Context: an optimization exercise on an open-source flow, tuned for small area, a short achievable clock period and few clock cycles. The choices shown serve that exercise and are no tape-out recipe.
Function was checked by simulation only, so behaviour that the tests miss may differ from the original.
Power is estimated from default activity; no workload was simulated.

## P
==> flow/design.v (excerpt) <==
module mips_core(
	input clk,
	input rst,
	output [31:0] imem_addr,
	input [31:0] imem_rdata,
	output [31:0] dmem_addr,
	output [31:0] dmem_wdata,
	output dmem_we,
	input [31:0] dmem_rdata
	);
	reg        e_we, e_ld, e_st;
	reg [4:0]  e_rd;
	reg [31:0] e_a, e_b, e_sd;
	reg        e_sadd, e_sslt, e_slog, e_ssh, e_sb;
	reg        e_sub, e_uns, e_shr, e_sha;
	reg [1:0]  e_lop;
	reg        e_mov, e_movn;
	reg [9:0]  e_t0, e_t1;
	reg        e_cz, e_cn;    
	reg [7:0]  e_cg;          
	reg        e_cs;          
	reg        m_we, m_ld, m_st;
	reg [4:0]  m_rd;
	reg [31:0] m_res, m_sd;
	wire [31:0] ins = imem_rdata;
	wire [5:0] op = ins[31:26];
	wire [5:0] fn = ins[5:0];
	wire [4:0] rs = ins[25:21];
	wire [4:0] rt = ins[20:16];
	wire [4:0] rd = ins[15:11];
	wire [4:0] sh = ins[10:6];
	wire [15:0] imm = ins[15:0];
	wire d_r      = (op == 6'h00);
	wire d_jr     = d_r && (fn == 6'h08);
	wire d_mov    = d_r && (fn[5:1] == 5'b00101);
	wire d_shimm  = d_r && (fn[5:2] == 4'b0000);
	wire d_shift  = d_r && (fn[5:3] == 3'b000);
	wire d_addsub = d_r && (fn[5:2] == 4'b1000);
	wire d_logic  = d_r && (fn[5:2] == 4'b1001);
	wire d_slt    = d_r && (fn[5:1] == 5'b10101);
	wire d_regimm = (op == 6'h01);
	wire d_j      = (op == 6'h02);
	wire d_bcmp   = (op[5:1] == 5'b00010);
	wire d_bz     = (op[5:1] == 5'b00011);
	wire d_immop  = (op[5:3] == 3'b001);
	wire d_addi   = (op[5:1] == 5'b00100);
	wire d_slti   = (op[5:1] == 5'b00101);
	wire d_logi   = (op[5:2] == 4'b0011) && (op[1:0] != 2'b11);
	wire d_lui    = (op == 6'h0F);
	wire d_lw     = (op == 6'h23);
	wire d_sw     = (op == 6'h2B);
	wire [4:0] d_rd = d_r ? rd : rt;
	wire d_we = ((d_r && !d_jr) || d_immop || d_lw) && (d_rd != 5'd0);
	wire d_use_rs = !(d_j || d_shimm || d_lui);
	wire d_use_rt = d_r || d_bcmp || d_sw;
	wire [31:0] rf1, rf2;
	wire [31:0] m_val = m_ld ? dmem_rdata : m_res;
	wire [31:0] alu;
	wire e_wr;
	regfile regfile(
		.clk(clk), .rst(rst),
		.ra1(rs), .rd1(rf1),
		.ra2(rt), .rd2(rf2),
		.we(m_we), .wa(m_rd), .wd(m_val)
	);
	wire e_hit1 = e_wr && (e_rd == rs);
	wire e_hit2 = e_wr && (e_rd == rt);
	wire m_hit1 = m_we && (m_rd == rs);
	wire m_hit2 = m_we && (m_rd == rt);
	wire [31:0] rs_m = m_hit1 ? m_val : rf1;
	wire [31:0] rt_m = m_hit2 ? m_val : rf2;
	wire [31:0] rs_val = e_hit1 ? alu : rs_m;
	wire [31:0] rt_val = e_hit2 ? alu : rt_m;
	wire stall = e_we && e_ld &&
  ...
Size in the first run: about 5200 cells after synthesis, about 160 I/O pins.
==> flow/config.mk <==
export PLATFORM = sky130hd
export DESIGN_NAME = mips_core
export DESIGN_NICKNAME = mips_core
export VERILOG_FILES = /design/flow/design.v
export SDC_FILE = /design/flow/constraint.sdc
export NUM_CORES = 4
export LEC_CHECK = 0
export CAP_MARGIN = 20
export CORE_MARGIN = 2
export CORE_UTILIZATION = 50
export PLACE_DENSITY = 0.6
export SETUP_SLACK_MARGIN = 4.3
export SLEW_MARGIN = 20
==> flow/constraint.sdc <==
create_clock -name core_clock -period 8.0 [get_ports {clk}]
set_input_delay 1.6000 -clock core_clock [delete_from_list [all_inputs] [get_ports {clk}]]
set_output_delay 1.6000 -clock core_clock [all_outputs]
set_load 0.01 [all_outputs]
standard.sh (not shown) runs the stock make flow with config.mk's settings and CLKGATE_MAP_FILE= SYNTH_SCRIPT=/design/flow/synth_recipe.tcl, a recipe that flattens the netlist after the stock synthesis.
==> flow/flow/run.sh <==
#!/bin/bash
# The standard layout, except that the port buffers are plain buf_4 cells
# instead of the delay buffers the resizer picks by default.
set -euo pipefail
export BUFFER_PORTS_ARGS="-buffer_cell sky130_fd_sc_hd__buf_4"
bash standard.sh > standard.log 2>&1
P: all stages done; final checks FAILED (max-capacitance violations, max-slew violations).
Testbench counts of P, summed over its fixed seeds: cycles 41,921.
Relative to P, the following input files were edited for Q:
# P
export LEC_CHECK = 0
export CAP_MARGIN = 20
export CORE_MARGIN = 2
export CORE_UTILIZATION = 50
export PLACE_DENSITY = 0.6
export SETUP_SLACK_MARGIN = 4.3
export SLEW_MARGIN = 20
create_clock -name core_clock -period 8.0 [get_ports {clk}]
# Q
export LEC_CHECK = 0
export CAP_MARGIN = 20
export CORE_MARGIN = 2
export CORE_UTILIZATION = 45
export PLACE_DENSITY = 0.55
export SETUP_SLACK_MARGIN = 4.3
export SLEW_MARGIN = 20
create_clock -name core_clock -period 8.0 [get_ports {clk}]
==> flow/flow/run.sh <==
#!/bin/bash
# The standard layout with two changes:
#  - the port buffers are plain buf_4 cells instead of the delay buffers the
#    resizer picks by default;
#  - clock tree synthesis clusters up to 24 flip-flops per leaf buffer and
#    inserts no dummy loads (the tree stays balanced; fewer, equal buffers).
set -euo pipefail
export BUFFER_PORTS_ARGS="-buffer_cell sky130_fd_sc_hd__buf_4"
export CTS_ARGS="-sink_clustering_enable -repair_clock_nets -dont_use_dummy_load -sink_clustering_size 24 -sink_clustering_max_diameter 80 -buf_list sky130_fd_sc_hd__clkbuf_16"
bash standard.sh > standard.log 2>&1
Results
Q: flow completed, timing, DRC and antenna clean. Of Q and P, Q shows the higher sequential fraction of design power, with P below it. Q reports its startpoint-to-endpoint class of the critical path as in -> reg while P reports reg -> reg. Total design power (P / Q): 1.17. Relative to P, the internal power summed over all cells measured on Q has decreased by more than 10%. Delta (Q minus P): worst slack on hold paths lower, global-route wire length before repair up about 1.9%. In the metrics for Q and P, the one carrying the lower setup slack is Q. Q: area share of buffers outside the clock network 1.2 points above P. Q against P: detailed-route via count dropped 665; clock-buffer cell count fell by 98.
Inputs modified between Q and R:
# Q
export LEC_CHECK = 0
export CAP_MARGIN = 20
export CORE_MARGIN = 2
export CORE_UTILIZATION = 45
export PLACE_DENSITY = 0.55
export SETUP_SLACK_MARGIN = 4.3
export SLEW_MARGIN = 20
create_clock -name core_clock -period 8.0 [get_ports {clk}]
# R
export LEC_CHECK = 0
export ABC_AREA = 1
export CAP_MARGIN = 40
export CORE_MARGIN = 2
export CORE_UTILIZATION = 45
export PLACE_DENSITY = 0.55
export SETUP_SLACK_MARGIN = 4.3
export SLEW_MARGIN = 40
create_clock -name core_clock -period 8.0 [get_ports {clk}]
Delta (R minus Q): part of the power in combinational logic moved down; transition time at the pin with the least slew margin moved down; largest fanout on the critical path moved down; clock power share moved up. Sequential share of layout area was higher in R than in Q. Against Q, R comes in 1.3% higher on amount of wire on met2 after detailed routing. R reports its class of the most critical setup path as reg -> out while Q reports in -> reg. Looking at most common cell after layout, fill and taps aside, the sky130_fd_sc_hd__edfxtp_1 result is from Q; the sky130_fd_sc_hd__nand2_1 one comes from R. Of the two candidates, Q has the better post-layout minimum cycle time and R the worse one. In R, the sequential share of power came out 0.8 points above the value in Q. Master of the slowest instance on the critical path: sky130_fd_sc_hd__nand4_1 -> R, sky130_fd_sc_hd__and2_4 -> Q.

port drivers added, routing unchanged:
Ports are ideal in the flow. The routed layouts listed here were re-timed in OpenROAD. Step 1 sets driving cells, clkbuf_16 on the clock port and buf_2 on the other inputs (assumed; they add their load-dependent delay and slew). Step 2 times the ports against the registers' clock, not the clock port: input delays grow and output delays shrink by t, the midpoint of the rising clock arrivals with the driver on. Slacks: no drivers / after step 1 / after step 2; pairs: no drivers / after step 1.
run | t, ns | setup slack, ns | latest minus earliest clock arrival (ns) | pins driven straight from the clock port
P | 0.875 | 3.934 / 3.895 / 3.081 | 0.039 / 0.039 | 1
Q | 0.818 | 3.919 / 3.930 / 3.112 | 0.118 / 0.119 | 1
R | 0.784 | 3.789 / 3.708 / 3.396 | 0.107 / 0.107 | 1
For P, which loses most, drivers alone change the setup slack by -0.039 ns; drivers and shift together by -0.853 ns.
